This design comes from an exercise in tuning for small area on the open sky130 flow, not from production work.
Only simulation tests tie the RTL to the original design; equivalence was not proved.
In runs 1, 2 and 4 to 7 the design's own scripts or RTL, not TritonCTS, make the clock network.
The clock input has no modelled driver; a real chip could not lean on it and would need a root buffer or a full tree.
Power figures rest on the tool's default switching activity, not on a simulated workload.

===== design/flow/standard.sh =====
#!/bin/bash
# synth_recipe.tcl (not shown) runs the flow's synth.tcl, then flattens the netlist and writes it again
# the make line also repeats each setting of config.mk as NAME=value (left out here)
make -C /OpenROAD-flow-scripts/flow DESIGN_CONFIG=/design/flow/config.mk WORK_HOME=/design/flow/orfs CLKGATE_MAP_FILE= SYNTH_SCRIPT=/design/flow/synth_recipe.tcl "${@:-finish}"

===== design/flow/constraint.sdc =====
create_clock -name core_clock -period 10.0 [get_ports {CLK_50}]
set_input_delay 2.0000 -clock core_clock [delete_from_list [all_inputs] [get_ports {CLK_50}]]
set_output_delay 2.0000 -clock core_clock [all_outputs]
set_load 0.01 [all_outputs]

===== design/flow/config.mk =====
export PLATFORM = sky130hd
export DESIGN_NAME = House
export DESIGN_NICKNAME = House
export VERILOG_FILES = /design/flow/design.v
export SDC_FILE = /design/flow/constraint.sdc
export NUM_CORES = 4
export LEC_CHECK = 0
export CAP_MARGIN = 0
export CORE_MARGIN = 2
export CORE_UTILIZATION = 60
export GPL_TIMING_DRIVEN = 0
export SLEW_MARGIN = 0

===== design/flow/flow/run.sh =====
#!/bin/bash
set -euo pipefail
W=$(pwd)
rm -rf "$W/scripts_abc"
cp -r "$FLOW_HOME/scripts" "$W/scripts_abc"
cp "$W/flow/abc_area_map.script" "$W/scripts_abc/abc_speed.script"
SCRIPTS_DIR="$W/scripts_abc" bash standard.sh synth > "$W/synth.log" 2>&1
export BUFFER_PORTS_ARGS="-buffer_cell sky130_fd_sc_hd__buf_1"
export PRE_CTS_TCL=$W/flow/cts_pre.tcl
bash standard.sh > "$W/layout.log" 2>&1

===== design/flow/flow/abc_area_map.script =====
strash
&get -n
&st
&dch -f
&nf -a -R 1000 -F 10 -A 10
&put
strash
&get -n
&st
&dch -f
&nf -a -R 1000 -F 10 -A 10
&put

===== design/flow/flow/cts_pre.tcl =====
# Clock tree built by hand: the clock port drives a few clock buffers directly, each
# driving one cluster of flip-flops (clusters by k-means on placed positions).
# CTS itself is then skipped; the rest of ORFS's CTS step (legalisation, timing repair) runs.
set cts_buf  [expr {[info exists ::env(MY_CTS_BUF)] ? $::env(MY_CTS_BUF) : "sky130_fd_sc_hd__clkbuf_16"}]
# smaller buffers tried per cluster, largest first, kept while the estimated clock-pin
# slew stays under cts_slew_target (ns)
set cts_smaller {sky130_fd_sc_hd__buf_12 sky130_fd_sc_hd__buf_8 sky130_fd_sc_hd__clkbuf_8}
set cts_slew_target 0.118
set cts_k    [expr {[info exists ::env(MY_CTS_K)] ? $::env(MY_CTS_K) : 4}]
set block [ord::get_db_block]
set clk_net [$block findNet CLK_50]
set sinks {}
foreach it [$clk_net getITerms] {
  set inst [$it getInst]
  lassign [$inst getLocation] x y
  set m [$inst getMaster]
  lappend sinks [list $it [expr {$x + [$m getWidth]/2}] [expr {$y + [$m getHeight]/2}]]
}
set n [llength $sinks]
puts "hand CTS: $n sinks, $cts_k buffers of $cts_buf"
# k-means, seeded along the sorted x coordinate
set sorted [lsort -real -index 1 $sinks]
set cx {}; set cy {}
for {set k 0} {$k < $cts_k} {incr k} {
  set s [lindex $sorted [expr {int(($k + 0.5) * $n / $cts_k)}]]
  lappend cx [lindex $s 1]; lappend cy [lindex $s 2]
}
for {set iter 0} {$iter < 50} {incr iter} {
  set sx [lrepeat $cts_k 0.0]; set sy [lrepeat $cts_k 0.0]; set sc [lrepeat $cts_k 0]
  set assign {}
  foreach s $sinks {
    set best 0; set bd 1e30
    for {set k 0} {$k < $cts_k} {incr k} {
      set d [expr {abs([lindex $s 1]-[lindex $cx $k]) + abs([lindex $s 2]-[lindex $cy $k])}]
      if {$d < $bd} { set bd $d; set best $k }
    }
    lappend assign $best
    lset sx $best [expr {[lindex $sx $best] + [lindex $s 1]}]
    lset sy $best [expr {[lindex $sy $best] + [lindex $s 2]}]
    lset sc $best [expr {[lindex $sc $best] + 1}]
  }
  for {set k 0} {$k < $cts_k} {incr k} {
    if {[lindex $sc $k] > 0} {
      lset cx $k [expr {[lindex $sx $k] / [lindex $sc $k]}]
      lset cy $k [expr {[lindex $sy $k] / [lindex $sc $k]}]
    }
  }
}
set master [[ord::get_db] findMaster $cts_buf]
for {set k 0} {$k < $cts_k} {incr k} {
  set inst [odb::dbInst_create $block $master "clkbuf_hand_$k"]
  set net [odb::dbNet_create $block "clknet_hand_$k"]
  $net setSigType CLOCK
  [$inst findITerm A] connect $clk_net
  [$inst findITerm X] connect $net
  $inst setLocation [expr {int([lindex $cx $k])}] [expr {int([lindex $cy $k])}]
  $inst setPlacementStatus PLACED
  lappend nets $net
  puts "cluster $k: [lindex $sc $k] sinks"
}
foreach s $sinks a $assign {
  set it [lindex $s 0]
  $it disconnect
  $it connect [lindex $nets $a]
}
$clk_net setSigType CLOCK
set_propagated_clock [all_clocks]
proc hand_cluster_slew {net} {
  set mx 0.0
  foreach it [$net getITerms] {
    if {[$it isInputSignal]} {
      set pin [get_pins [[$it getInst] getName]/[[$it getMTerm] getName]]
      set s [get_property $pin slew_max]
      if {$s > $mx} { set mx $s }
    }
  }
  return $mx
}
for {set k 0} {$k < $cts_k} {incr k} {
  set inst [$block findInst "clkbuf_hand_$k"]
  set net [lindex $nets $k]
  foreach cand $cts_smaller {
    set prev [[$inst getMaster] getName]
    replace_cell [$inst getName] $cand
    estimate_parasitics -placement
    set s [hand_cluster_slew $net]
    if {$s > $cts_slew_target} {
      replace_cell [$inst getName] $prev
      estimate_parasitics -placement
      break
    }
  }
  puts "cluster $k: [[$inst getMaster] getName], slew [hand_cluster_slew $net]"
}
rename clock_tree_synthesis orig_clock_tree_synthesis
proc clock_tree_synthesis {args} { puts "clock_tree_synthesis skipped: hand-built tree" }

===== design/flow/design.v =====
module alarma (
    input wire clk,
    input wire rst,
    input wire reset,
    input wire btn_activate,
    input wire smoke_detected,
    output wire buzzer,
    output wire led_alert
);
    reg alarm_active, nbtn_prev, nsmoke_prev, nreset_prev;
    always @(posedge clk) begin
        if (rst) begin
            alarm_active <= 1'b0;
            nbtn_prev <= 1'b1;
            nsmoke_prev <= 1'b1;
            nreset_prev <= 1'b1;
        end else begin
            if (reset && nreset_prev) alarm_active <= 1'b0;
            else if ((btn_activate && nbtn_prev) || (smoke_detected && nsmoke_prev)) alarm_active <= 1'b1;
            nbtn_prev <= ~btn_activate;
            nsmoke_prev <= ~smoke_detected;
            nreset_prev <= ~reset;
        end
    end
    localparam [11:0] P  = 12'b101010101010;
    localparam [11:0] SH = 12'b010011110011;
    reg  [11:0] h;
    reg  led_blink;
    wire [11:0] s = h ^ P;
    wire isE = (~h[0] & h[1] & ~h[4] & h[5] & h[7] & ~h[8] & h[9] & h[10]);
    always @(posedge clk) begin
        if (!alarm_active | isE) h <= SH;
        else h <= {s[10:0], s[11] ^ s[10]} ^ P;
        led_blink <= alarm_active & (led_blink ^ isE);
    end
    assign buzzer    = ~alarm_active;
    assign led_alert = ~(alarm_active & led_blink);
endmodule
module platform(
    input clk,
    input rst,
    input [1:0] switch_pos,
    input stop_Up,
    input stop_Down,
    output reg [3:0] step_out
);
    localparam [6:0] P  = 7'b0101010;
    localparam [6:0] SH = 7'b1100010;
    reg  [6:0] h;
    wire [6:0] s = h ^ P;
    wire isE = (h[1] & h[3] & ~h[4] & h[5] & ~h[6]);
    always @(posedge clk) begin
        if (rst | isE) h <= SH;
        else h <= {s[5:0], s[6] ^ s[5]} ^ P;
    end
    reg [2:0] prev_index;
    reg mv, mv_dn;
    wire after_rst = ~mv & mv_dn;
    wire c1 = mv & (prev_index[0] ^ mv_dn);
    wire c2 = c1 & (prev_index[1] ^ mv_dn);
    wire go = isE & (switch_pos[0] ? (~switch_pos[1] & stop_Up) : (switch_pos[1] & stop_Down));
    always @(posedge clk) begin
        if (rst) begin
            prev_index <= 3'd0;
            mv <= 1'b0;
            mv_dn <= 1'b1;
        end else begin
            prev_index <= prev_index ^ {c2, c1, mv};
            mv <= go;
            mv_dn <= go & switch_pos[1];
        end
    end
    reg [3:0] step_sequence;
    always @(*) begin
        case (prev_index)
            3'd0: step_sequence = 4'b1000;
            3'd1: step_sequence = 4'b1100;
            3'd2: step_sequence = 4'b0100;
            3'd3: step_sequence = 4'b0110;
            3'd4: step_sequence = 4'b0010;
            3'd5: step_sequence = 4'b0011;
            3'd6: step_sequence = 4'b0001;
            default: step_sequence = 4'b1001;
        endcase
    end
    always @(*) step_out = after_rst ? 4'b0000 : step_sequence;
endmodule
module servo_principal(
    input clk,
    input rst,
    input presence_1,
    input presence_2,
    output reg PWM1,
    output reg PWM2
);
    localparam [9:0] CP  = 10'b1010101010;
    localparam [9:0] CSH = 10'b1010101000;
    reg  [9:0] ch;
    wire [9:0] cs = ch ^ CP;
    wire wrap = (~ch[0] & ch[1] & ch[2] & ~ch[3] & ~ch[4] & ~ch[5] & ~ch[6] & ch[8] & ~ch[9]);
    wire at49 = (ch[2] & ~ch[3] & ch[8]);
    wire at99 = (ch[0] & ch[4] & ~ch[6] & ~ch[9]);
    reg lt50, lt100;
    always @(posedge clk) begin
        if (rst | wrap) ch <= CSH;
        else ch <= {cs[8:0], cs[9] ^ cs[6]} ^ CP;
        lt50  <= rst | wrap | (lt50 & ~at49);
        lt100 <= rst | wrap | (lt100 & ~at99);
    end
    localparam [16:0] P  = 17'b01010101010101010;
    localparam [16:0] SH = 17'b00010111010011111;
    localparam [16:0] RH = 17'b00010101010101010;
    reg  [16:0] h1;
    wire [16:0] s1 = h1 ^ P;
    wire z1 = ~(s1[0] | s1[1] | s1[2] | s1[3] | s1[4] | s1[5] | s1[6] | s1[7] | s1[8] | s1[9] | s1[10] | s1[12] | s1[13] | s1[14] | s1[15]);
    wire done1 = z1 & ~s1[16];
    wire fb1 = (s1[16] ^ s1[13]) & ~z1;
    always @(posedge clk) begin
        if (rst) h1 <= RH;
        else if (!presence_1) h1 <= SH;
        else h1 <= {s1[15:0], fb1} ^ P;
    end
    reg  [16:0] h2;
    wire [16:0] s2 = h2 ^ P;
    wire z2 = ~(s2[0] | s2[1] | s2[2] | s2[3] | s2[4] | s2[5] | s2[6] | s2[7] | s2[8] | s2[9] | s2[10] | s2[12] | s2[13] | s2[14] | s2[15]);
    wire done2 = z2 & ~s2[16];
    wire fb2 = (s2[16] ^ s2[13]) & ~z2;
    always @(posedge clk) begin
        if (rst) h2 <= RH;
        else if (!presence_2) h2 <= SH;
        else h2 <= {s2[15:0], fb2} ^ P;
    end
    always @(posedge clk) begin
        PWM1 <= ~rst & (done1 ? lt50 : lt100);
        PWM2 <= ~rst & (done2 ? lt100 : lt50);
    end
endmodule
module SmartLights(
    input  wire clk,
    input  wire rst,
    input  wire reset_n,
    input  wire pir_input_1,
    input  wire pir_input_2,
    output reg  led_output_1,
    output reg  led_output_2
);
    localparam [17:0] P  = 18'b101010101010101010;
    localparam [17:0] SH = 18'b100011000111111110;
    wire clr = rst | ~reset_n;
    reg  [17:0] h1;
    wire [17:0] s1 = h1 ^ P;
    wire z1 = ~(s1[2] | s1[3] | s1[4] | s1[5] | s1[6] | s1[7] | s1[8] | s1[9] | s1[10] | s1[11] | s1[12] | s1[13] | s1[14] | s1[15] | s1[16]);
    wire done1 = z1 & ~s1[17];
    wire fb1 = (s1[17] ^ s1[16]) & ~z1;
    wire ld1 = clr | ~pir_input_1;
    always @(posedge clk) begin
        h1 <= ld1 ? SH : ({s1[16:0], fb1} ^ P);
        led_output_1 <= ~clr & (~pir_input_1 | ~done1);
    end
    reg  [17:0] h2;
    wire [17:0] s2 = h2 ^ P;
    wire z2 = ~(s2[2] | s2[3] | s2[4] | s2[5] | s2[6] | s2[7] | s2[8] | s2[9] | s2[10] | s2[11] | s2[12] | s2[13] | s2[14] | s2[15] | s2[16]);
    wire done2 = z2 & ~s2[17];
    wire fb2 = (s2[17] ^ s2[16]) & ~z2;
    wire ld2 = clr | ~pir_input_2;
    always @(posedge clk) begin
        h2 <= ld2 ? SH : ({s2[16:0], fb2} ^ P);
        led_output_2 <= ~clr & (~pir_input_2 | ~done2);
    end
endmodule
module House
(
    input  wire       CLK_50,           
    input  wire       RST,              
    input  wire       RESET_ALARM,      
    input  wire       BTN_ACTIVATE,
    input  wire       SMOKE_SENSOR,
    input  wire [1:0] SWITCH_POS,
    input  wire       LIMIT_UP_N,       
    input  wire       LIMIT_DOWN_N,     
    input  wire       PRESENCE_S1,
    input  wire       PRESENCE_S2,
    input  wire       LIGHTS_RESET_N,   
    input  wire       PIR_INPUT_1,
    input  wire       PIR_INPUT_2,
    output wire       BUZZER_OUT,
    output wire       LED_ALERT_OUT,
    output wire [3:0] STEPPER_OUT,
    output wire       SERVO_PWM1,
    output wire       SERVO_PWM2,
    output wire       LED_LIGHT_1,
    output wire       LED_LIGHT_2
);
    alarma u_alarma (
        .clk            (CLK_50),
        .rst            (RST),
        .reset          (RESET_ALARM),
        .btn_activate   (BTN_ACTIVATE),
        .smoke_detected (SMOKE_SENSOR),
        .buzzer         (BUZZER_OUT),
        .led_alert      (LED_ALERT_OUT)
    );
    platform u_platform (
        .clk        (CLK_50),
        .rst        (RST),
        .switch_pos (SWITCH_POS),
        .stop_Up    (LIMIT_UP_N),
        .stop_Down  (LIMIT_DOWN_N),
        .step_out   (STEPPER_OUT)
    );
    servo_principal u_servos (
        .clk        (CLK_50),
        .rst        (RST),
        .presence_1 (PRESENCE_S1),
        .presence_2 (PRESENCE_S2),
        .PWM1       (SERVO_PWM1),
        .PWM2       (SERVO_PWM2)
    );
    SmartLights u_lights (
        .clk         (CLK_50),
        .rst         (RST),
        .reset_n     (LIGHTS_RESET_N),
        .pir_input_1 (PIR_INPUT_1),
        .pir_input_2 (PIR_INPUT_2),
        .led_output_1(LED_LIGHT_1),
        .led_output_2(LED_LIGHT_2)
    );
endmodule

==> flow_metrics.tcl, run 1 <==
set metrics [dict create \
    synth_top_family_by_area "simple AND/OR/NAND/NOR gates" \
    holdWs_ns 0.3677 \
    min_period_over_period_pct 32.03 \
    netSwitchingFraction_pct 19.09 \
    finalPower_uw 683.1 \
    crit_family "simple AND/OR/NAND/NOR gates" \
    start_util_pct 61.13 \
    worst_slew_pin_slew_ns 0.7185 \
    drt-initial-drc-count 48 \
    track_usage_pct 15.71 \
    yosys-top-cells-count "dfxtp_1 (115), nand2_1 (63), nor2_1 (55)" \
    p_clk_share_pct 24.8 \
    cp.required_ns 10.03 \
    numPortBuffers 23 \
    syn_nets 337 \
    setup_tns_ns 0 \
    vias 2108 \
    grt_pass1_wl_mm 8.259 \
    ys_ff_latch 115 \
    post_drt_via_cell_ratio 4.983 \
    synth_top_area_share_pct 69.67 \
    grt_max_degree 34 \
    worst-path-buf-inv 1 \
    synthAdderAreaFrac_pct 0 \
    synth_compound_area_share_pct 5.074 \
    die_w_um 78.21 \
    final_layout_size_suffix_gt1_share_pct 1.425 \
    ys_seq_area_share_pct 69.67 \
    power_density_mw_per_mm2 190.4 \
    outcome "no timing/DRC/antenna violations" \
    yosys.area.top_type "dfxtp_1" \
    drc_errors 0 \
    syn2layout_area_growth_pct 8.595 \
    avgSynthCellArea_um2 10.23 \
    startpoint_type "primary input" \
    fin_skew_ns 0.02155 \
    leakage_nw 1.359 \
    grt_use_met2_pct 28.28 \
    cap_violations 0 \
    busiest_layer "met2" \
    first_pass_iters 4 \
    rsz0062_at_grt "false" \
    vdd_drop_max_uv 152.4 \
    ios 24 \
    met3_usage_pct 1.034 \
    clk_pin_slew_ns 0.11 \
    holdPathStages 1 \
    finalHoldViolCount 0 \
    core_area_mm2 0.005405 \
    p_int_uw 552.7 \
    worst_path_largest_cell_delay_ns 0.49 \
    netlist_instances 323 \
    seqCellArea_mm2 0.002302 \
    clk_latency_ns 0.14 \
    die_h_um 78.21 \
    syn_area_mm2 0.003304 \
    slew_headroom_pct 52.10 \
    dp_hpwl_mm 3.479 \
    gp_congestion 0.7719 \
    seq_power_share_pct 70.9 \
    yosys.area_share.simple_pct 21.77 \
    setup_violations 0 \
    slew_viol_final 0 \
    ant_nets 0 \
    crit_chain "buf_1, nor2b_1, and2_0, nand2_1" \
    cts_hold_buffers 0 \
    crit_path_end_kind "register" \
    muxShareOfSynthArea_pct 0 \
    cts_setup_buffers 0 \
    synth-xor-area-share_pct 2.916 \
    cts_resized 0 \
    synthFlopType "dfxtp_1" \
    nets 367 \
    grt_pass1_vias 1961 \
    post-synth-top-count-cell "dfxtp_1" \
    multi_input_area_um2 983.4 \
    gr-total-overflow 0 \
    grt_antenna_before_repair 0 \
    fillers 450 \
    pwr-share-comb_pct 4.3 \
    hold_class "reg -> reg" \
    diodes 0 \
    wl_per_cell_um 11.24 \
    die-area_mm2 0.006117 \
    use_met1_pct 21.53 \
    path_max_fanout 13 \
    synthArstFlopShare_pct 0 \
    crit_cells 4 \
    path_class "in -> reg" \
    r2r_cells 6 \
    yosys_warnings 4 \
    cp_slowest_cell "and2_0" \
    routed_wl_mm 4.755 \
    synthTopCellsByArea "dfxtp_1 (70%), nand2_1 (7.2%), nor2_1 (6.2%)" \
    synth_edf_count 0 \
    min_period_ns 3.203 \
    synth.distinct_cells 25 \
    fmax_mhz 312.2 \
    power.switching_uw 130.4 \
    rows 27 \
    arrival_ns 3.23 \
]
-- state kept, by name (all words and copies together) (netlist names), 3 cells and up --
register	cells
u_platform.h	7
u_servos.ch	10
u_servos.h1	17
u_platform.prev_index	3
u_lights.h1	18
u_alarma.h	12
u_servos.h2	17
u_lights.h2	18
-- logic make-up (layout without fill, tap and decap cells) --
kind of cell | count (synthesis) | count (layout)
xor+xnor | 11 | 11
flops | 115 | 115
buf+inv | 5 | 33
simple gates | 165 | 165
compound gates | 27 | 27
-- path summary, 6_finish.rpt --
kind	slack (ns)	to	startpoint
worst max-delay path	6.80	u_lights.h1[6]$_SDFF_PP1_	RST
worst max register to register	8.44	u_servos.PWM2$_DFF_P_	u_servos.h2[10]$_SDFF_PP0_
worst min register to register	0.37	u_servos.ch[8]$_SDFF_PP0_	u_servos.ch[7]$_SDFF_PP1_
worst min-delay path	0.37	u_servos.ch[8]$_SDFF_PP0_	u_servos.ch[7]$_SDFF_PP1_
-- through the flow --
stage	worst slack (ns)	cell area, um^2	instances	utilization, %
2_1_floorplan	7.217	3304	323	-
3_3_place_gp	6.049	3481	418	64.40
3_5_place_dp	6.576	3508	419	64.91
4_1_cts	6.730	3588	423	66.39
5_1_grt	6.587	3588	423	66.39
6_report	6.797	3588	423	66.39
-- layout make-up --
cell class | instances | area share, %
Timing Repair Buffer | 24 | 3.173
Multi-Input combinational cell | 203 | 27.41
Sequential cell | 115 | 64.16
Inverter | 5 | 0.5230
Buffer | 4 | 2.232
Tap cell | 72 | 2.510
-- metal layers --
layer	share of wire (%)	wire, um
met1	50	2388
met2	45	2119
met3	3.6	171
met4	1.6	76
met5	0	0
-- cells in the final DEF (no fill, tap or decap), drive strengths merged --
cell type,synthesis,routed
dfxtp,115,115
nand2,63,63
nor2,55,55
buf,0,28
nor3,16,16
a21oi,11,11
nand2b,8,8
xor2,7,7
nand3,6,6
clkinv,5,5
nand4,4,4
nand4b,4,4
xnor2,4,4
o21ai,3,3
nor2b,3,3
nor4,3,3
a21o,3,3
o22ai,2,2
a31oi,2,2
a211oi,2,2
and2,2,2
or3,1,1
a41oi,1,1
a41o,1,1
a221oi,1,1
o21a,1,1
-- power groups by stage --
stage                     Combinational (mW)  Sequential, mW  Clock [mW]
after floorplan                       0.0185           0.493           0
after global placement                0.0281           0.495           0
after detailed placement              0.0300           0.495           0
after CTS                             0.0301           0.484       0.173
after global routing                  0.0342           0.486       0.188
final                                 0.0295           0.484       0.170
==> run 2: changes to the inputs <==
--- a/design/flow/config.mk
+++ b/design/flow/config.mk
@@ -7,6 +7,6 @@
 export LEC_CHECK = 0
 export CAP_MARGIN = 0
 export CORE_MARGIN = 2
-export CORE_UTILIZATION = 60
+export CORE_UTILIZATION = 70
 export GPL_TIMING_DRIVEN = 0
 export SLEW_MARGIN = 0
==> run 2 against run 1 <==
- still clean
- area after synthesis did not move
- die area fell by 14%
- critical path depth did not move
- core utilization rose by 13 points
- fmax fell by 5.6%
==> flow_metrics.tcl, run 2 <==
set metrics [dict create \
    cts_setup_buffers 0 \
    slew_headroom_pct 56.18 \
    finalPower_uw 681.4 \
    path_max_fanout 35 \
    cts_resized 0 \
    ant_nets 0 \
    vias 2122 \
    ys_seq_area_share_pct 69.67 \
    yosys-top-cells-count "dfxtp_1 (115), nand2_1 (63), nor2_1 (55)" \
    nets 366 \
    routed_wl_mm 4.730 \
    cap_violations 0 \
    dp_worst_setup_slack_ns 6.089 \
    clk_latency_ns 0.14 \
    synth_edf_count 0 \
    ios 24 \
    setup_tns_ns 0 \
    drc_errors 0 \
    diodes 0 \
    rsz0062_at_grt "false" \
    first_pass_iters 4 \
    final_cell_mix "dfxtp_1 (115), nand2_1 (63), nor2_1 (55)" \
    finalHoldViolCount 0 \
    setup_violations 0 \
    grt_antenna_before_repair 0 \
    clk_pin_slew_ns 0.11 \
    grt_pass1_wl_mm 8.321 \
    outcome "no timing/DRC/antenna violations" \
    final_cell_area_mm2 0.003537 \
    netSwitchingFraction_pct 19.05 \
    hold_class "reg -> reg" \
    grt_max_degree 36 \
    fin_skew_ns 0.009448 \
    synthFlopType "dfxtp_1" \
    leakage_nw 1.349 \
    slew_viol_final 0 \
    post_drt_via_cell_ratio 5.279 \
    drt-initial-drc-count 61 \
    die_w_um 72.71 \
    start_util_pct 74.35 \
    startpoint "RST" \
    setup_ws_ns 6.609 \
    layout_commonest_cell "dfxtp_1" \
    fmax_mhz 294.9 \
    synthTopCellsByArea "dfxtp_1 (70%), nand2_1 (7.2%), nor2_1 (6.2%)" \
    p_int_uw 551.6 \
    syn2layout_area_growth_pct 7.043 \
    yosys_warnings 4 \
    numPortBuffers 23 \
    crit_path_end_kind "register" \
    seq_power_share_pct 71.0 \
    r2r_cells 7 \
    track_usage_pct 18.80 \
    netlist_instances 323 \
    die-area_mm2 0.005286 \
    path_class "in -> reg" \
    core_area_mm2 0.004444 \
    synth.distinct_cells 25 \
    arrival_ns 3.40 \
    p_clk_share_pct 24.8 \
    dp_hpwl_mm 3.341 \
    endpoint "u_lights.h1[6]$_SDFF_PP1_" \
    rows 24 \
    vdd_drop_max_uv 164.4 \
    synthArstFlopShare_pct 0 \
    r2r_end "u_servos.PWM1$_DFF_P_" \
    die_h_um 72.71 \
    wl_per_cell_um 11.77 \
    gr-total-overflow 0 \
    reg2reg_from "u_servos.h1[6]$_SDFF_PP0_" \
    avgSynthCellArea_um2 10.23 \
    min_period_ns 3.391 \
    post-synth-top-count-cell "dfxtp_1" \
    top_regs "u_lights.h1: 18 flops, u_lights.h2: 18 flops" \
    gp_congestion 0.7753 \
    startpoint_type "primary input" \
    power.switching_uw 129.8 \
    power_density_mw_per_mm2 192.6 \
    final_layout_size_suffix_gt1_share_pct 1.429 \
    r2r_slack_ns 8.52 \
    grt_pass1_vias 2041 \
    cp.required_ns 10.01 \
    worst_slew_pin_slew_ns 0.6574 \
    cts_hold_buffers 0 \
    dpl_cell_area_mm2 0.003456 \
    syn_nets 337 \
    synth_top_area_share_pct 69.67 \
    min_period_over_period_pct 33.91 \
    pwr-share-comb_pct 4.1 \
    syn_area_mm2 0.003304 \
    ys_ff_latch 115 \
    yosys.area.top_type "dfxtp_1" \
]
run 2: cell counts after synthesis:
Identical to the previous run, type by type.
run 2: layer usage:
| layer | track usage, % | up-vias | routed length [um] |
|---|---|---|---|
| met4 | 3.086 | 0 | 65 |
| met2 | 34.24 | 36 | 2116 |
| met1 | 25.18 | 963 | 2417 |
| met5 | 0 | - | 0 |
| li1 | - | 1116 | - |
| met3 | 1.105 | 7 | 131 |
run 2: layout make-up:
cell class / count / area [um^2]
well taps: 52 / 65.06
flip-flops and latches: 115 / 2302
repair buffers: 23 / 87.58
multi-input cells: 203 / 983.4
fillers: 284 / 907.1
plain buffers: 4 / 80.08
inverters: 5 / 18.77
run 2: power by group through the flow:
stage          clock [mW]  combinational (mW)  sequential (mW)
4_1_cts             0.170              0.0288            0.484
3_5_place_dp            0              0.0285            0.495
3_3_place_gp            0              0.0277            0.494
5_1_grt             0.187              0.0330            0.486
6_report            0.169              0.0283            0.484
2_1_floorplan           0              0.0185            0.493
run 2: stage by stage:
stage	hold slack [ns]	instances	util, %
after global placement	0.3469	398	77.76
after floorplan	0.3434	323	-
after detailed placement	0.3545	398	77.76
after global routing	0.3960	402	79.59
final	0.3757	402	79.59
after CTS	0.3777	402	79.56
run 2: logic make-up after synthesis:
kind of cell	share of synthesized area, %
xor gates and xnor gates	2.915
AOI/OAI and AO/OA	5.074
and+or+nand+nor	21.77
buffers and inverters	0.5680
DFF	69.67
run 2: worst min path at each step:
| stage | start | end | depth (start not counted) |
|---|---|---|---|
| 2_1_floorplan | u_alarma.h[3]$_SDFF_PP0_ | u_alarma.h[4]$_SDFF_PP1_ | 1 |
| 3_3_place_gp | u_alarma.h[6]$_SDFF_PP1_ | u_alarma.h[7]$_SDFF_PP1_ | 1 |
| 3_5_place_dp | u_lights.h1[1]$_SDFF_PP1_ | u_lights.h1[2]$_SDFF_PP1_ | 1 |
| 4_1_cts | u_lights.h1[1]$_SDFF_PP1_ | u_lights.h1[2]$_SDFF_PP1_ | 1 |
| 5_1_grt | u_lights.h1[1]$_SDFF_PP1_ | u_lights.h1[2]$_SDFF_PP1_ | 1 |
| 6_report | u_lights.h1[1]$_SDFF_PP1_ | u_lights.h1[2]$_SDFF_PP1_ | 1 |
run 2: critical path, stage by stage:
cell and delay [ns]:
clkbuf_2 0.38, nor2b_1 0.36, and2_0 0.50, nand2_1 0.15
==> run 3: changes to the inputs <==
==> design/flow/flow/cts_pre.tcl (replaced) <==
# Clock tree built by hand: the clock port drives four clock buffers directly, each
# driving one cluster of flip-flops (k-means on placed positions, then several cluster
# size splits are tried). Each buffer is the smallest from cts_bufs whose estimated
# clock-pin slew stays under cts_slew_target (ns); the split with the least buffer area
# is kept. CTS itself is then skipped; the rest of ORFS's CTS step (legalisation,
# timing repair) runs.
set cts_bufs {sky130_fd_sc_hd__clkbuf_8 sky130_fd_sc_hd__buf_8 sky130_fd_sc_hd__buf_12 sky130_fd_sc_hd__clkbuf_16}
set cts_slew_target 0.115
set cts_k 4
set block [ord::get_db_block]
set db [ord::get_db]
set clk_net [$block findNet CLK_50]
set sinks {}
foreach it [$clk_net getITerms] {
  set inst [$it getInst]
  lassign [$inst getLocation] x y
  set m [$inst getMaster]
  lappend sinks [list $it [expr {$x + [$m getWidth]/2}] [expr {$y + [$m getHeight]/2}]]
}
set n [llength $sinks]
puts "hand CTS: $n sinks"
proc dist {s cx cy k} { expr {abs([lindex $s 1]-[lindex $cx $k]) + abs([lindex $s 2]-[lindex $cy $k])} }
# k-means, seeded along the sorted x coordinate
set sorted [lsort -real -index 1 $sinks]
set cx {}; set cy {}
for {set k 0} {$k < $cts_k} {incr k} {
  set s [lindex $sorted [expr {int(($k + 0.5) * $n / $cts_k)}]]
  lappend cx [lindex $s 1]; lappend cy [lindex $s 2]
}
for {set iter 0} {$iter < 50} {incr iter} {
  set sx [lrepeat $cts_k 0.0]; set sy [lrepeat $cts_k 0.0]; set sc [lrepeat $cts_k 0]
  set kassign {}
  foreach s $sinks {
    set best 0; set bd 1e30
    for {set k 0} {$k < $cts_k} {incr k} {
      set d [dist $s $cx $cy $k]
      if {$d < $bd} { set bd $d; set best $k }
    }
    lappend kassign $best
    lset sx $best [expr {[lindex $sx $best] + [lindex $s 1]}]
    lset sy $best [expr {[lindex $sy $best] + [lindex $s 2]}]
    lset sc $best [expr {[lindex $sc $best] + 1}]
  }
  for {set k 0} {$k < $cts_k} {incr k} {
    if {[lindex $sc $k] > 0} {
      lset cx $k [expr {[lindex $sx $k] / [lindex $sc $k]}]
      lset cy $k [expr {[lindex $sy $k] / [lindex $sc $k]}]
    }
  }
}
# move sinks until no cluster holds more than its cap
proc rebalance {assign caps cx cy} {
  global sinks cts_k
  set sc [lrepeat $cts_k 0]
  foreach a $assign { lset sc $a [expr {[lindex $sc $a] + 1}] }
  for {set guard 0} {$guard < 2000} {incr guard} {
    set big -1
    for {set k 0} {$k < $cts_k} {incr k} { if {[lindex $sc $k] > [lindex $caps $k]} { set big $k; break } }
    if {$big < 0} break
    set bestd 1e30; set besti -1; set bestk -1; set i 0
    foreach s $sinks a $assign {
      if {$a == $big} {
        for {set k 0} {$k < $cts_k} {incr k} {
          if {$k == $big || [lindex $sc $k] >= [lindex $caps $k]} continue
          set d [expr {[dist $s $cx $cy $k] - [dist $s $cx $cy $big]}]
          if {$d < $bestd} { set bestd $d; set besti $i; set bestk $k }
        }
      }
      incr i
    }
    lset assign $besti $bestk
    lset sc $big [expr {[lindex $sc $big] - 1}]
    lset sc $bestk [expr {[lindex $sc $bestk] + 1}]
  }
  return $assign
}
proc hand_cluster_slew {net} {
  set mx 0.0
  foreach it [$net getITerms] {
    if {[$it isInputSignal]} {
      set pin [get_pins [[$it getInst] getName]/[[$it getMTerm] getName]]
      set s [get_property $pin slew_max]
      if {$s > $mx} { set mx $s }
    }
  }
  return $mx
}
# build the tree for an assignment, size its buffers; returns {area masters}, area 1e30
# when some cluster misses the slew target even with the largest buffer
proc build {assign} {
  global sinks cts_k cts_bufs cts_slew_target block db clk_net
  set sx [lrepeat $cts_k 0.0]; set sy [lrepeat $cts_k 0.0]; set sc [lrepeat $cts_k 0]
  foreach s $sinks a $assign {
    lset sx $a [expr {[lindex $sx $a] + [lindex $s 1]}]
    lset sy $a [expr {[lindex $sy $a] + [lindex $s 2]}]
    lset sc $a [expr {[lindex $sc $a] + 1}]
  }
  set big [$db findMaster [lindex $cts_bufs end]]
  set nets {}
  for {set k 0} {$k < $cts_k} {incr k} {
    set inst [odb::dbInst_create $block $big "clkbuf_hand_$k"]
    set net [odb::dbNet_create $block "clknet_hand_$k"]
    $net setSigType CLOCK
    [$inst findITerm A] connect $clk_net
    [$inst findITerm X] connect $net
    set c [expr {max(1, [lindex $sc $k])}]
    $inst setLocation [expr {int([lindex $sx $k] / $c)}] [expr {int([lindex $sy $k] / $c)}]
    $inst setPlacementStatus PLACED
    lappend nets $net
  }
  foreach s $sinks a $assign {
    set it [lindex $s 0]
    $it disconnect
    $it connect [lindex $nets $a]
  }
  set area 0.0; set masters {}
  for {set k 0} {$k < $cts_k} {incr k} {
    set inst [$block findInst "clkbuf_hand_$k"]
    set net [lindex $nets $k]
    set ok 0
    foreach cand $cts_bufs {
      replace_cell [$inst getName] $cand
      estimate_parasitics -placement
      if {[hand_cluster_slew $net] <= $cts_slew_target} { set ok 1; break }
    }
    set m [$inst getMaster]
    if {!$ok} { set area 1e30 }
    set area [expr {$area + [$m getWidth] * [$m getHeight] / 1e6}]
    lappend masters "[lindex $sc $k]:[$m getName]:[hand_cluster_slew $net]"
  }
  return [list $area $masters]
}
proc teardown {} {
  global sinks cts_k block clk_net
  foreach s $sinks { set it [lindex $s 0]; $it disconnect; $it connect $clk_net }
  for {set k 0} {$k < $cts_k} {incr k} {
    odb::dbInst_destroy [$block findInst "clkbuf_hand_$k"]
    odb::dbNet_destroy [$block findNet "clknet_hand_$k"]
  }
}
set_propagated_clock [all_clocks]
# candidate splits: caps per cluster, the smallest caps going to the clusters k-means
# made smallest
set order {}
set kc [lrepeat $cts_k 0]
foreach a $kassign { lset kc $a [expr {[lindex $kc $a] + 1}] }
for {set k 0} {$k < $cts_k} {incr k} { lappend order [list $k [lindex $kc $k]] }
set order [lsort -integer -index 1 $order]
set configs [list $kc]
for {set s 18} {$s <= 28} {incr s} {
  lappend configs [list $s [expr {($n - $s + 2) / 3}] [expr {($n - $s + 2) / 3}] [expr {($n - $s + 2) / 3}]]
  lappend configs [list $s $s [expr {($n - 2*$s + 1) / 2}] [expr {($n - 2*$s + 1) / 2}]]
  lappend configs [list $s $s $s [expr {$n - 3*$s}]]
}
set best_area 1e30; set best_assign {}
foreach cfg $configs {
  set caps [lrepeat $cts_k 0]
  set scfg [lsort -integer $cfg]
  for {set j 0} {$j < $cts_k} {incr j} { lset caps [lindex [lindex $order $j] 0] [lindex $scfg $j] }
  set assign [rebalance $kassign $caps $cx $cy]
  lassign [build $assign] area masters
  puts "split $cfg: area $area $masters"
  if {$area < $best_area - 1e-6} { set best_area $area; set best_assign $assign }
  teardown
}
lassign [build $best_assign] area masters
puts "hand CTS chosen: area $area $masters"
$clk_net setSigType CLOCK
rename clock_tree_synthesis orig_clock_tree_synthesis
proc clock_tree_synthesis {args} { puts "clock_tree_synthesis skipped: hand-built tree" }
==> run 3 against run 2 <==
- the flow now stops in clock tree synthesis (4_1_cts)
- synthesized cell count unchanged
- area after synthesis unchanged
==> flow_metrics.tcl, run 3 <==
set metrics [dict create \
    outcome "did not finish" \
    lastStage "clock tree synthesis (4_1_cts)" \
    firstError "Error: cts.tcl, 6 can't read \"cts_k\": no such variable" \
    synth.distinct_cells 25 \
    yosys_warnings 4 \
    syn_area_mm2 0.003304 \
    dp_cells 398 \
    synthTopCellsByArea "dfxtp_1 (70%), nand2_1 (7.2%), nor2_1 (6.2%)" \
    ys_ff_latch 115 \
    die_w_um 72.71 \
    dp_worst_setup_slack_ns 6.089 \
    ios 24 \
    syn_nets 337 \
    gp_congestion 0.7753 \
    yosys.area.top_type "dfxtp_1" \
    synthArstFlopShare_pct 0 \
    rows 24 \
    synth_edf_count 0 \
    netlist_instances 323 \
    post-synth-top-count-cell "dfxtp_1" \
    ys_seq_area_share_pct 69.67 \
    synth_top_area_share_pct 69.67 \
    start_util_pct 74.35 \
    dpl_cell_area_mm2 0.003456 \
    synthFlopType "dfxtp_1" \
    numPortBuffers 23 \
    dp_hpwl_mm 3.341 \
    yosys-top-cells-count "dfxtp_1 (115), nand2_1 (63), nor2_1 (55)" \
    die_h_um 72.71 \
    avgSynthCellArea_um2 10.23 \
]
-- run 3: kinds of logic after synthesis --
logic type,count (synthesis),share of synthesized area [%]
AO/OA/AOI/OAI,27,5.074
XOR/XNOR,11,2.915
buffers and inverters,5,0.5680
flip-flops,115,69.67
AND/OR/NAND/NOR,165,21.77
-- run 3: worst min path at each step --
| stage | from | cells after the start | to | slack [ns] |
|---|---|---|---|---|
| 2_1_floorplan | u_alarma.h[3]$_SDFF_PP0_ | 1 | u_alarma.h[4]$_SDFF_PP1_ | 0.34 |
| 3_3_place_gp | u_alarma.h[6]$_SDFF_PP1_ | 1 | u_alarma.h[7]$_SDFF_PP1_ | 0.35 |
| 3_5_place_dp | u_lights.h1[1]$_SDFF_PP1_ | 1 | u_lights.h1[2]$_SDFF_PP1_ | 0.35 |
-- run 3: power groups by stage --
| stage | Combinational [mW] | Clock [mW] | Sequential [mW] |
|---|---|---|---|
| after global placement | 0.0277 | 0 | 0.494 |
| after detailed placement | 0.0285 | 0 | 0.495 |
| after floorplan | 0.0185 | 0 | 0.493 |
==> run 4: changes to the inputs <==
--- a/design/flow/flow/cts_pre.tcl
+++ b/design/flow/flow/cts_pre.tcl
@@ -4,6 +4,8 @@
 # clock-pin slew stays under cts_slew_target (ns); the split with the least buffer area
 # is kept. CTS itself is then skipped; the rest of ORFS's CTS step (legalisation,
 # timing repair) runs.
+# ORFS sources this file inside a proc: make the shared names global
+global cts_bufs cts_slew_target cts_k block db clk_net sinks n
 set cts_bufs {sky130_fd_sc_hd__clkbuf_8 sky130_fd_sc_hd__buf_8 sky130_fd_sc_hd__buf_12 sky130_fd_sc_hd__clkbuf_16}
 set cts_slew_target 0.115
 set cts_k 4
==> run 4 against run 3 <==
- now clean on timing, DRC and antenna
- area after synthesis is the same
- synthesized cell count is the same
==> flow_metrics.tcl, run 4 <==
set metrics [dict create \
    outcome "no timing/DRC/antenna violations" \
    synthFlopType "dfxtp_1" \
    numPortBuffers 23 \
    synth_edf_count 0 \
    yosys.area.top_type "dfxtp_1" \
    yosys-top-cells-count "dfxtp_1 (115), nand2_1 (63), nor2_1 (55)" \
    path_class "in -> reg" \
    synth_top_area_share_pct 69.67 \
    cts_hold_buffers 0 \
    power.switching_uw 130.7 \
    synthArstFlopShare_pct 0 \
    dp_hpwl_mm 3.341 \
    fillers 292 \
    top_regs "u_lights.h1: 18 flops, u_lights.h2: 18 flops" \
    fin_util_pct 79.45 \
    post-synth-top-count-cell "dfxtp_1" \
    syn2layout_area_growth_pct 6.854 \
    p_clk_share_pct 24.1 \
    core_area_mm2 0.004444 \
    fmax_mhz 299.7 \
    ios 24 \
    grt_pass1_wl_mm 8.397 \
    rows 24 \
    rsz0062_at_grt "false" \
    routed_wl_mm 4.761 \
    reg2reg_from "u_servos.h2[10]$_SDFF_PP0_" \
    finalHoldViolCount 0 \
    vias 2148 \
    ant_nets 0 \
    leakage_nw 1.347 \
    ys_seq_area_share_pct 69.67 \
    diodes 0 \
    grt_pass1_vias 2008 \
    r2r_end "u_servos.PWM2$_DFF_P_" \
    min_period_over_period_pct 33.36 \
    finalPower_uw 675.4 \
    post_drt_via_cell_ratio 5.343 \
    track_usage_pct 19.04 \
    layout_commonest_cell "dfxtp_1" \
    path_max_fanout 35 \
    pwr-share-comb_pct 4.2 \
    r2r_slack_ns 8.52 \
    worst_slew_pin_slew_ns 0.6593 \
    final_cell_mix "dfxtp_1 (115), nand2_1 (63), nor2_1 (55)" \
    grt_antenna_before_repair 0 \
    ys_ff_latch 115 \
    cap_violations 0 \
    wl_per_cell_um 11.84 \
    drc_errors 0 \
    power_density_mw_per_mm2 191.3 \
    start_util_pct 74.35 \
    r2r_cells 6 \
    final_layout_size_suffix_gt1_share_pct 1.429 \
    hold_class "reg -> reg" \
    nets 366 \
    setup_violations 0 \
    synthTopCellsByArea "dfxtp_1 (70%), nand2_1 (7.2%), nor2_1 (6.2%)" \
    gr-total-overflow 0 \
    yosys_warnings 4 \
    clk_latency_ns 0.16 \
    netSwitchingFraction_pct 19.35 \
    fin_skew_ns 0.02379 \
    die-area_mm2 0.005286 \
    startpoint_type "primary input" \
    avgSynthCellArea_um2 10.23 \
    netlist_instances 323 \
    startpoint "RST" \
    die_h_um 72.71 \
    die_w_um 72.71 \
    clk_pin_slew_ns 0.11 \
    seq_power_share_pct 71.7 \
    grt_max_degree 36 \
    cp.required_ns 10.03 \
    slew_headroom_pct 56.05 \
    gp_congestion 0.7753 \
    p_int_uw 544.7 \
    crit_path_end_kind "register" \
    cts_setup_buffers 0 \
    syn_area_mm2 0.003304 \
    holdPathStages 1 \
    drt-initial-drc-count 108 \
    arrival_ns 3.36 \
    slew_viol_final 0 \
    setup_tns_ns 0 \
    first_pass_iters 4 \
    synth.distinct_cells 25 \
    syn_nets 337 \
    endpoint "u_lights.h1[7]$_SDFF_PP1_" \
    vdd_drop_max_uv 169.8 \
    min_period_ns 3.336 \
    cts_resized 0 \
]
-- run 4: cell counts after synthesis --
Identical to the previous run, type by type.
-- run 4: layout make-up --
type                       instances  area, um^2  area share (%)
sequential                       115        2302           65.20
tap                               52       65.06           1.843
timing repair buffer              23       87.58           2.481
multi-input combinational        203       983.4           27.85
buffer                             4       73.82           2.091
inverter                           5       18.77          0.5315
-- run 4: power groups by stage --
stage	Combinational [mW]	Clock (mW)	Sequential, mW
2_1_floorplan	0.0185	0	0.493
3_3_place_gp	0.0277	0	0.494
3_5_place_dp	0.0285	0	0.495
4_1_cts	0.0287	0.165	0.484
5_1_grt	0.0329	0.182	0.486
6_report	0.0283	0.163	0.484
-- run 4: how the worst min path moves through the flow --
stage,startpoint,end,slack [ns]
6_report,u_lights.h1[1]$_SDFF_PP1_,u_lights.h1[2]$_SDFF_PP1_,0.38
5_1_grt,u_lights.h1[1]$_SDFF_PP1_,u_lights.h1[2]$_SDFF_PP1_,0.40
4_1_cts,u_lights.h1[1]$_SDFF_PP1_,u_lights.h1[2]$_SDFF_PP1_,0.38
3_5_place_dp,u_lights.h1[1]$_SDFF_PP1_,u_lights.h1[2]$_SDFF_PP1_,0.35
3_3_place_gp,u_alarma.h[6]$_SDFF_PP1_,u_alarma.h[7]$_SDFF_PP1_,0.35
2_1_floorplan,u_alarma.h[3]$_SDFF_PP0_,u_alarma.h[4]$_SDFF_PP1_,0.34
-- run 4: through the flow --
stage	std cells	hold WS (ns)	instance area, um^2	worst slack [ns]
global placement	398	0.3469	3456	6.107
global route	402	0.3973	3531	6.493
CTS	402	0.3795	3530	6.243
floorplan	323	0.3434	3304	7.217
finish	402	0.3766	3531	6.664
detailed placement	398	0.3545	3456	6.089
-- run 4: cells by family (layout without fill, tap and decap cells) --
kind of cell              Yosys count  after routing  share of synthesized area [%]
and+or+nand+nor                   165            165                          21.77
xor gates and xnor gates           11             11                          2.915
buffers and inverters               5             32                         0.5680
AOI/OAI and AO/OA                  27             27                          5.074
DFF                               115            115                          69.67
-- run 4: worst max-delay path: stages --
cell	delay, ns
clkbuf_2	0.38
nor2b_1	0.36
and2_0	0.51
nand2_1	0.11
-- run 4: routing by layer --
metal / GRT usage, % / wire, um / vias to the layer above
met5: 0 / 0 / -
met4: 2.881 / 70 / 0
met2: 34.14 / 2150 / 34
met3: 1.105 / 127 / 7
li1: - / - / 1121
met1: 26.11 / 2413 / 986
==> run 5: changes to the inputs <==
--- a/design/flow/design.v
+++ b/design/flow/design.v
@@ -141,12 +141,14 @@
     input  wire reset_n,
     input  wire pir_input_1,
     input  wire pir_input_2,
-    output reg  led_output_1,
-    output reg  led_output_2
+    output wire led_output_1,
+    output wire led_output_2
 );
     localparam [17:0] P  = 18'b101010101010101010;
-    localparam [17:0] SH = 18'b100011000111111110;
+    localparam [17:0] SH = 18'b101110011100000000;
     wire clr = rst | ~reset_n;
+    reg cleared;
+    always @(posedge clk) cleared <= clr;
     reg  [17:0] h1;
     wire [17:0] s1 = h1 ^ P;
     wire z1 = ~(s1[2] | s1[3] | s1[4] | s1[5] | s1[6] | s1[7] | s1[8] | s1[9] | s1[10] | s1[11] | s1[12] | s1[13] | s1[14] | s1[15] | s1[16]);
@@ -155,8 +157,8 @@
     wire ld1 = clr | ~pir_input_1;
     always @(posedge clk) begin
         h1 <= ld1 ? SH : ({s1[16:0], fb1} ^ P);
-        led_output_1 <= ~clr & (~pir_input_1 | ~done1);
-    end
+    end
+    assign led_output_1 = ~cleared & ~done1;
     reg  [17:0] h2;
     wire [17:0] s2 = h2 ^ P;
     wire z2 = ~(s2[2] | s2[3] | s2[4] | s2[5] | s2[6] | s2[7] | s2[8] | s2[9] | s2[10] | s2[11] | s2[12] | s2[13] | s2[14] | s2[15] | s2[16]);
@@ -165,8 +167,8 @@
     wire ld2 = clr | ~pir_input_2;
     always @(posedge clk) begin
         h2 <= ld2 ? SH : ({s2[16:0], fb2} ^ P);
-        led_output_2 <= ~clr & (~pir_input_2 | ~done2);
-    end
+    end
+    assign led_output_2 = ~cleared & ~done2;
 endmodule
 module House
 (
--- a/design/flow/config.mk
+++ b/design/flow/config.mk
@@ -9,4 +9,5 @@
 export CORE_MARGIN = 2
 export CORE_UTILIZATION = 70
 export GPL_TIMING_DRIVEN = 0
+export PLACE_DENSITY = 0.9
 export SLEW_MARGIN = 0
==> run 5 against run 4 <==
- combinational power is essentially flat
- final cell count down 0.50%
- still clean on timing, DRC and antenna
- critical path type is now reg -> out
- fmax down 3.4%
- highest routed layer unchanged
==> flow_metrics.tcl, run 5 <==
set metrics [dict create \
    setup_tns_ns 0 \
    start_util_pct 73.76 \
    grt_pass1_wl_mm 9.066 \
    slew_headroom_pct 57.66 \
    cts_resized 0 \
    worst_slew_pin_slew_ns 0.6351 \
    finalHoldViolCount 0 \
    synthTopCellsByArea "dfxtp_1 (70%), nor2_1 (7.1%), nand2_1 (6.3%)" \
    fillers 254 \
    grt_antenna_before_repair 0 \
    synthArstFlopShare_pct 0 \
    routed_wl_mm 5.177 \
    path_class "reg -> out" \
    r2r_end "u_servos.PWM1$_DFF_P_" \
    r2r_slack_ns 8.50 \
    worst_path_largest_cell_delay_ns 0.35 \
    fin_skew_ns 0.02277 \
    wl_per_cell_um 12.94 \
    syn_area_mm2 0.003278 \
    crit_chain "nand4_1, nor3_1, nand3_1, nor4_1, and3_1, a21oi_1, buf_1" \
    final_layout_size_suffix_gt1_share_pct 1.437 \
    ios 24 \
    gr-total-overflow 0 \
    cp.required_ns 8.00 \
    synth_top_area_share_pct 69.62 \
    track_usage_pct 20.71 \
    dp_worst_setup_slack_ns 6.058 \
    rows 24 \
    cp_slowest_cell "dfxtp_1" \
    die_h_um 72.43 \
    ys_ff_latch 114 \
    min_period_ns 3.453 \
    post_drt_via_cell_ratio 5.430 \
    first_pass_iters 4 \
    dp_hpwl_mm 3.548 \
    syn2layout_area_growth_pct 6.908 \
    diodes 0 \
    ant_nets 0 \
    outcome "no timing/DRC/antenna violations" \
    avgSynthCellArea_um2 10.21 \
    netlist_instances 321 \
    vdd_drop_max_uv 123.1 \
    vias 2172 \
    setup_violations 0 \
    synthFlopType "dfxtp_1" \
    path_max_fanout 2 \
    cts_setup_buffers 0 \
    r2r_cells 7 \
    yosys-top-cells-count "dfxtp_1 (114), nor2_1 (62), nand2_1 (55)" \
    clk_pin_slew_ns 0.11 \
    nets 364 \
    power_density_mw_per_mm2 191.7 \
    layout_commonest_cell "dfxtp_1" \
    cts_hold_buffers 0 \
    synth.distinct_cells 25 \
    gp_congestion 0.7688 \
    arrival_ns 1.45 \
    rsz0062_at_grt "false" \
    syn_nets 335 \
    reg2reg_from "u_servos.h1[6]$_SDFF_PP0_" \
    crit_path_end_kind "primary output" \
    yosys_warnings 4 \
    post-synth-top-count-cell "dfxtp_1" \
    min_from "u_lights.h2[1]$_SDFF_PP0_" \
    holdPathStages 1 \
    clk_latency_ns 0.16 \
    min_to "u_lights.h2[2]$_SDFF_PP0_" \
    hold_class "reg -> reg" \
    ys_seq_area_share_pct 69.62 \
    grt_max_degree 35 \
    leakage_nw 1.367 \
    final_cell_mix "dfxtp_1 (114), nor2_1 (62), nand2_1 (55)" \
    fmax_mhz 289.6 \
    top_regs "u_lights.h1: 18 flops, u_lights.h2: 18 flops" \
    min_period_over_period_pct 34.53 \
    slew_viol_final 0 \
    startpoint_type "register" \
    drt-initial-drc-count 91 \
    yosys.area.top_type "dfxtp_1" \
    cap_violations 0 \
    setup_ws_ns 6.547 \
    numPortBuffers 23 \
    core_area_mm2 0.004444 \
    fin_util_pct 78.86 \
    grt_pass1_vias 2109 \
    synth_edf_count 0 \
    die_w_um 72.43 \
    drc_errors 0 \
    die-area_mm2 0.005246 \
]
==> run 5: cell families (layout without fill, tap and decap cells) <==
logic type / after synthesis / count (layout) / share of synthesized area, %
and+or+nand+nor: 163 / 163 / 21.72
AOI/OAI and AO/OA: 27 / 27 / 5.038
xor gates and xnor gates: 11 / 11 / 2.939
buffers and inverters: 6 / 33 / 0.6870
DFF: 114 / 114 / 69.62
==> run 5: final cells by class <==
cell class | instances | area, um^2 | share of cell area (%)
inverters | 6 | 22.52 | 0.6426
well taps | 52 | 65.06 | 1.856
flip-flops and latches | 114 | 2282 | 65.12
repair buffers | 23 | 87.58 | 2.499
multi-input cells | 201 | 973.4 | 27.78
plain buffers | 4 | 73.82 | 2.106
==> run 5: critical path: cells and delay by family, from the launching register on <==
| family | cells | cell delay (ns) |
|---|---|---|
| AO/OA/AOI/OAI | 1 | 0.07 |
| buffers and inverters | 1 | 0.12 |
| flip-flops | 1 | 0.35 |
| AND/OR/NAND/NOR | 5 | 0.75 |
==> run 5: power breakdown <==
group	switching [mW]	internal [mW]
Clock	0.105	0.0584
Combinational	0.0171	0.0110
Sequential	0.00935	0.471
==> run 5: per-layer routing <==
layer	track usage, %	wire, um
met5	0	0
met4	3.704	59
met3	2.639	151
met2	35.07	2510
met1	29.12	2455
==> run 5: through the flow <==
stage	hold slack [ns]	power, mW	instances	area [um^2]
after floorplan	0.3434	0.5062	321	3278
after detailed placement	0.3543	0.5183	396	3430
after global routing	0.3862	0.6969	400	3505
after global placement	0.3455	0.5165	396	3430
after CTS	0.3782	0.6731	400	3503
final	0.3694	0.6717	400	3505
==> run 5: worst max-delay path by stage <==
stage | start | to | slack [ns] | cells after the start
2_1_floorplan | u_lights.h2[5]$_SDFF_PP0_ | LED_LIGHT_2 | 6.98 | 6
3_3_place_gp | RST | u_lights.h2[0]$_SDFF_PP0_ | 6.08 | 4
3_5_place_dp | RST | u_lights.h1[0]$_SDFF_PP0_ | 6.06 | 4
4_1_cts | RST | u_lights.h1[0]$_SDFF_PP0_ | 6.24 | 4
5_1_grt | u_lights.h2[9]$_SDFF_PP1_ | LED_LIGHT_2 | 6.36 | 7
6_report | u_lights.h2[9]$_SDFF_PP1_ | LED_LIGHT_2 | 6.55 | 7
==> run 6: changes to the inputs <==
--- a/design/flow/config.mk
+++ b/design/flow/config.mk
@@ -9,5 +9,5 @@
 export CORE_MARGIN = 2
 export CORE_UTILIZATION = 70
 export GPL_TIMING_DRIVEN = 0
-export PLACE_DENSITY = 0.9
+export PLACE_DENSITY = 0.8
 export SLEW_MARGIN = 0
==> run 6 against run 5 <==
- via count fell by 1.7%
- first-iteration DRC count rose by 27%
- worst setup slack improved by 0.045 ns
- sequential share of layout area did not move
- largest cell class unchanged
- highest routed layer unchanged
==> flow_metrics.tcl, run 6 <==
set metrics [dict create \
    synthTopCellsByArea "dfxtp_1 (70%), nor2_1 (7.1%), nand2_1 (6.3%)" \
    slew_headroom_pct 55.83 \
    outcome "no timing/DRC/antenna violations" \
    seqCellArea_mm2 0.002282 \
    core_area_mm2 0.004444 \
    layout_commonest_cell "dfxtp_1" \
    routed_wl_mm 4.795 \
    ios 24 \
    syn2layout_area_growth_pct 6.908 \
    cap_violations 0 \
    fmax_mhz 293.5 \
    yosys_warnings 4 \
    leakage_nw 1.367 \
    startpoint "u_lights.h2[5]$_SDFF_PP0_" \
    min_from "u_platform.h[4]$_SDFF_PP0_" \
    grt_pass1_wl_mm 8.521 \
    synth_edf_count 0 \
    synth.distinct_cells 25 \
    cts_hold_buffers 0 \
    grt_max_degree 35 \
    syn_nets 335 \
    die_h_um 72.43 \
    avgSynthCellArea_um2 10.21 \
    path_max_fanout 2 \
    holdWs_ns 0.3731 \
    grt_antenna_before_repair 0 \
    synthFlopType "dfxtp_1" \
    nets 364 \
    power_density_mw_per_mm2 190.0 \
    setup_ws_ns 6.593 \
    start_util_pct 73.76 \
    fillers 315 \
    die-area_mm2 0.005246 \
    final_cell_mix "dfxtp_1 (114), nor2_1 (62), nand2_1 (55)" \
    worst_slew_pin_slew_ns 0.6625 \
    synthArstFlopShare_pct 0 \
    finalHoldViolCount 0 \
    syn_area_mm2 0.003278 \
    first_pass_iters 4 \
    netlist_instances 321 \
    setup_violations 0 \
    gr-total-overflow 0 \
    cts_setup_buffers 0 \
    track_usage_pct 19.34 \
    yosys-top-cells-count "dfxtp_1 (114), nor2_1 (62), nand2_1 (55)" \
    die_w_um 72.43 \
    drc_errors 0 \
    hold_class "reg -> reg" \
    ys_ff_latch 114 \
    numPortBuffers 23 \
    diodes 0 \
    slew_viol_final 0 \
    grt_pass1_vias 2053 \
    setup_tns_ns 0 \
    multi_input_area_um2 973.4 \
    path_class "reg -> out" \
    min_period_over_period_pct 34.07 \
    rows 24 \
    reg2reg_from "u_servos.h1[6]$_SDFF_PP0_" \
    clk_latency_ns 0.16 \
    arrival_ns 1.41 \
    min_period_ns 3.407 \
    synth_top_area_share_pct 69.62 \
    post-synth-top-count-cell "dfxtp_1" \
    gp_congestion 0.8007 \
    ant_nets 0 \
    wl_per_cell_um 11.99 \
    yosys.area.top_type "dfxtp_1" \
    startpoint_type "register" \
    top_regs "u_lights.h1: 18 flops, u_lights.h2: 18 flops" \
    clk_pin_slew_ns 0.11 \
    dp_worst_setup_slack_ns 6.015 \
    crit_path_end_kind "primary output" \
    final_layout_size_suffix_gt1_share_pct 1.437 \
    ys_seq_area_share_pct 69.62 \
    drt-initial-drc-count 116 \
    rsz0062_at_grt "false" \
    post_drt_via_cell_ratio 5.340 \
    dp_hpwl_mm 3.458 \
    vias 2136 \
    cp.required_ns 8.00 \
    fin_skew_ns 0.02816 \
    vdd_drop_max_uv 165.8 \
    cts_resized 0 \
]
==> run 6: worst paths after layout <==
| check | slack (ns) | end | depth (start not counted) |
|---|---|---|---|
| worst max-delay path | 6.59 | LED_LIGHT_2 | 7 |
| worst min-delay path | 0.37 | u_platform.h[5]$_SDFF_PP1_ | 1 |
| worst max register to register | 8.52 | u_servos.PWM1$_DFF_P_ | 7 |
| worst min register to register | 0.37 | u_platform.h[5]$_SDFF_PP1_ | 1 |
==> run 6: cells by family after synthesis <==
family                    synth area share, %
and+or+nand+nor                         21.72
AOI/OAI and AO/OA                       5.038
buffers and inverters                  0.6870
xor gates and xnor gates                2.939
DFF                                     69.62
==> run 6: layout make-up <==
cell class | instances | area share (%)
Sequential cell | 114 | 65.12
Multi-Input combinational cell | 201 | 27.78
Buffer | 4 | 2.106
Inverter | 6 | 0.6426
Timing Repair Buffer | 23 | 2.499
Tap cell | 52 | 1.856
==> run 6: critical path, stage by stage (launching register included) <==
cell and delay (ns):
dfxtp_1 0.35, nand4_1 0.10, nor3_1 0.14, nand3_1 0.09
nor4_1 0.18, and3_1 0.21, a21oi_1 0.07, buf_1 0.12
==> run 6: through the flow <==
stage / instances / util [%] / power, mW / area, um^2
after floorplan: 321 / - / 0.5062 / 3278
after global placement: 396 / 77.17 / 0.5168 / 3430
after detailed placement: 396 / 77.17 / 0.5185 / 3430
after CTS: 400 / 78.83 / 0.6721 / 3503
after global routing: 400 / 78.86 / 0.6946 / 3505
final: 400 / 78.86 / 0.6660 / 3505
==> run 6: metal layers <==
layer  global-route usage [%]  vias to the layer above  share of wire (%)  wire length [um]
met4                    2.263                        0               0.83                40
met2                    35.07                       18                 47              2277
met1                    26.28                     1000                 50              2375
met5                        0                        -                  0                 0
li1                         -                     1115                  -                 -
met3                    1.528                        3                2.1               103
==> run 6: power by group <==
group          leakage, nW  internal, mW  switching (mW)
Sequential           0.936         0.471         0.00913
Combinational        0.395        0.0110          0.0168
Clock               0.0354        0.0583           0.100
Total                 1.37         0.540           0.126
==> run 7: changes to the inputs <==
--- a/design/flow/config.mk
+++ b/design/flow/config.mk
@@ -9,5 +9,4 @@
 export CORE_MARGIN = 2
 export CORE_UTILIZATION = 70
 export GPL_TIMING_DRIVEN = 0
-export PLACE_DENSITY = 0.8
 export SLEW_MARGIN = 0
==> run 7 against run 6 <==
- still clean on timing, DRC and antenna
- register-to-register slack worse by 0.03 ns
- critical path depth unchanged
- clock power up 4%
- area after synthesis unchanged
- fmax down 1.2%
- cell area about the same
- combinational power about the same
- final cell count unchanged
- first-iteration DRC count up 0.86%
- sequential cell count unchanged
- largest cell class unchanged
- largest power group unchanged
==> flow_metrics.tcl, run 7 <==
set metrics [dict create \
    ys_ff_latch 114 \
    grt_pass1_vias 2076 \
    die_h_um 72.43 \
    min_period_ns 3.448 \
    numPortBuffers 23 \
    min_period_over_period_pct 34.48 \
    cp.required_ns 8.00 \
    gr-total-overflow 0 \
    synth_edf_count 0 \
    power.switching_uw 129.6 \
    synthTopCellsByArea "dfxtp_1 (70%), nor2_1 (7.1%), nand2_1 (6.3%)" \
    netlist_instances 321 \
    die-area_mm2 0.005246 \
    grt_pass1_wl_mm 8.818 \
    diodes 0 \
    grt_max_degree 35 \
    cts_setup_buffers 0 \
    syn_area_mm2 0.003278 \
    netSwitchingFraction_pct 19.30 \
    seq_power_share_pct 71.4 \
    synth_top_area_share_pct 69.62 \
    yosys-top-cells-count "dfxtp_1 (114), nor2_1 (62), nand2_1 (55)" \
    drt-initial-drc-count 117 \
    yosys_warnings 4 \
    core_area_mm2 0.004444 \
    crit_path_end_kind "primary output" \
    worst_slew_pin_slew_ns 0.6561 \
    slew_headroom_pct 56.26 \
    startpoint_type "register" \
    synthFlopType "dfxtp_1" \
    setup_violations 0 \
    fin_skew_ns 0.01073 \
    setup_ws_ns 6.552 \
    synth.distinct_cells 25 \
    final_layout_size_suffix_gt1_share_pct 1.437 \
    dpl_cell_area_mm2 0.003430 \
    syn_nets 335 \
    start_util_pct 73.76 \
    dp_worst_setup_slack_ns 6.017 \
    grt_antenna_before_repair 0 \
    fin_util_pct 78.89 \
    fmax_mhz 290.0 \
    syn2layout_area_growth_pct 6.946 \
    final_cell_area_mm2 0.003506 \
    cts_resized 0 \
    dp_hpwl_mm 3.496 \
    avgSynthCellArea_um2 10.21 \
    drc_errors 0 \
    cap_violations 0 \
    outcome "no timing/DRC/antenna violations" \
    top_regs "u_lights.h1: 18 flops, u_lights.h2: 18 flops" \
    post_drt_via_cell_ratio 5.295 \
    ant_nets 0 \
    yosys.area.top_type "dfxtp_1" \
    path_max_fanout 2 \
    finalHoldViolCount 0 \
    finalPower_uw 671.8 \
    rows 24 \
    r2r_slack_ns 8.49 \
    power_density_mw_per_mm2 191.6 \
    synthArstFlopShare_pct 0 \
    ios 24 \
    slew_viol_final 0 \
    rsz0062_at_grt "false" \
    layout_commonest_cell "dfxtp_1" \
    wl_per_cell_um 12.78 \
    p_clk_share_pct 24.4 \
    cts_hold_buffers 0 \
    pwr-share-comb_pct 4.2 \
    final_cell_mix "dfxtp_1 (114), nor2_1 (62), nand2_1 (55)" \
    track_usage_pct 20.19 \
    first_pass_iters 4 \
    path_class "reg -> out" \
    vias 2118 \
    ys_seq_area_share_pct 69.62 \
    leakage_nw 1.367 \
    vdd_drop_max_uv 153.4 \
    gp_congestion 0.7998 \
    routed_wl_mm 5.113 \
    p_int_uw 542.2 \
    clk_pin_slew_ns 0.11 \
    die_w_um 72.43 \
    fillers 289 \
    hold_class "reg -> reg" \
    setup_tns_ns 0 \
    post-synth-top-count-cell "dfxtp_1" \
    nets 364 \
    arrival_ns 1.45 \
    clk_latency_ns 0.14 \
]
## run 7: cell count changes in the layout (fill, tap and decap cells not counted), sizes merged
cell / previous run / this run
buf: 25 / 26
clkbuf: 2 / 1
## run 7: cells by family (layout without fill, tap and decap cells)
family / after synthesis / after routing / synth area share, %
compound gates: 27 / 27 / 5.038
xor+xnor: 11 / 11 / 2.939
buf+inv: 6 / 33 / 0.6870
flops: 114 / 114 / 69.62
simple gates: 163 / 163 / 21.72
## run 7: routing by layer
layer	GRT usage, %	routed length, um	vias up
met2	37.00	2479	11
met1	27.26	2506	993
li1	-	-	1110
met4	2.675	59	0
met5	0	0	-
met3	1.111	68	4
## run 7: path summary, 6_finish.rpt
kind,end,depth (start not counted),from
worst min-delay path,u_alarma.h[7]$_SDFF_PP1_,1,u_alarma.h[6]$_SDFF_PP1_
worst max register to register,u_servos.PWM1$_DFF_P_,7,u_servos.h1[6]$_SDFF_PP0_
worst max-delay path,LED_LIGHT_2,7,u_lights.h2[11]$_SDFF_PP0_
worst min register to register,u_alarma.h[7]$_SDFF_PP1_,1,u_alarma.h[6]$_SDFF_PP1_
## run 7: final cells by class
| type | count | area [um^2] | share of cell area [%] |
|---|---|---|---|
| Buffer | 4 | 75.07 | 2.141 |
| Inverter | 6 | 22.52 | 0.6424 |
| Multi-Input combinational cell | 201 | 973.4 | 27.77 |
| Sequential cell | 114 | 2282 | 65.10 |
| Tap cell | 52 | 65.06 | 1.856 |
| Timing Repair Buffer | 23 | 87.58 | 2.498 |
## run 7: stage by stage
| stage | cells | hold WS, ns |
|---|---|---|
| 6_report | 400 | 0.3758 |
| 4_1_cts | 400 | 0.3802 |
| 5_1_grt | 400 | 0.3884 |
| 2_1_floorplan | 321 | 0.3434 |
| 3_5_place_dp | 396 | 0.3566 |
| 3_3_place_gp | 396 | 0.3450 |
## run 7: power groups by stage
stage / clock (mW) / combinational (mW) / sequential [mW]
final: 0.164 / 0.0281 / 0.480
after global routing: 0.183 / 0.0325 / 0.482
after CTS: 0.166 / 0.0284 / 0.480
after detailed placement: 0 / 0.0281 / 0.490
after global placement: 0 / 0.0269 / 0.490
after floorplan: 0 / 0.0183 / 0.488
## run 7: critical path: stages, from the launching register on
cell	delay, ns
dfxtp_1	0.38
nand4_1	0.09
nor3_1	0.14
nand3_1	0.10
nor4_1	0.19
and3_1	0.21
a21oi_1	0.07
buf_1	0.12

## afterwards: timing with drivers on the ports
Ports are ideal in the flow. The routed layouts listed here were re-timed in OpenROAD. Step 1 sets driving cells, clkbuf_16 on the clock port and buf_2 on the other inputs (assumed; they add their load-dependent delay and slew). Step 2, shift: input delay + t, output delay - t, t = (earliest + latest rising clock arrival at the registers) / 2. This alone moves slack from input paths to output paths. a / b / c = ideal / step 1 / step 2; a / b = the first two.
run	t (ns)	setup WS [ns]	worst setup path after step 2	worst register clock-pin slew, ns	worst slew at a driven data input, ns
run 1	0.213	6.797 / 6.853 / 6.640	input to register	0.11 / 0.11	0.03
run 2	0.210	6.609 / 6.664 / 6.453	input to register	0.11 / 0.11	0.03
run 4	0.222	6.664 / 6.716 / 6.494	input to register	0.11 / 0.11	0.03
run 5	0.223	6.547 / 6.472 / 6.478	input to register	0.11 / 0.11	0.03
run 6	0.219	6.593 / 6.521 / 6.469	input to register	0.11 / 0.11	0.03
run 7	0.213	6.552 / 6.476 / 6.440	input to register	0.11 / 0.11	0.03
After both steps setup and hold are still met in every run listed. The setup slack of run 4, which loses most, moves by +0.052 ns with the drivers and by -0.170 ns with both steps.
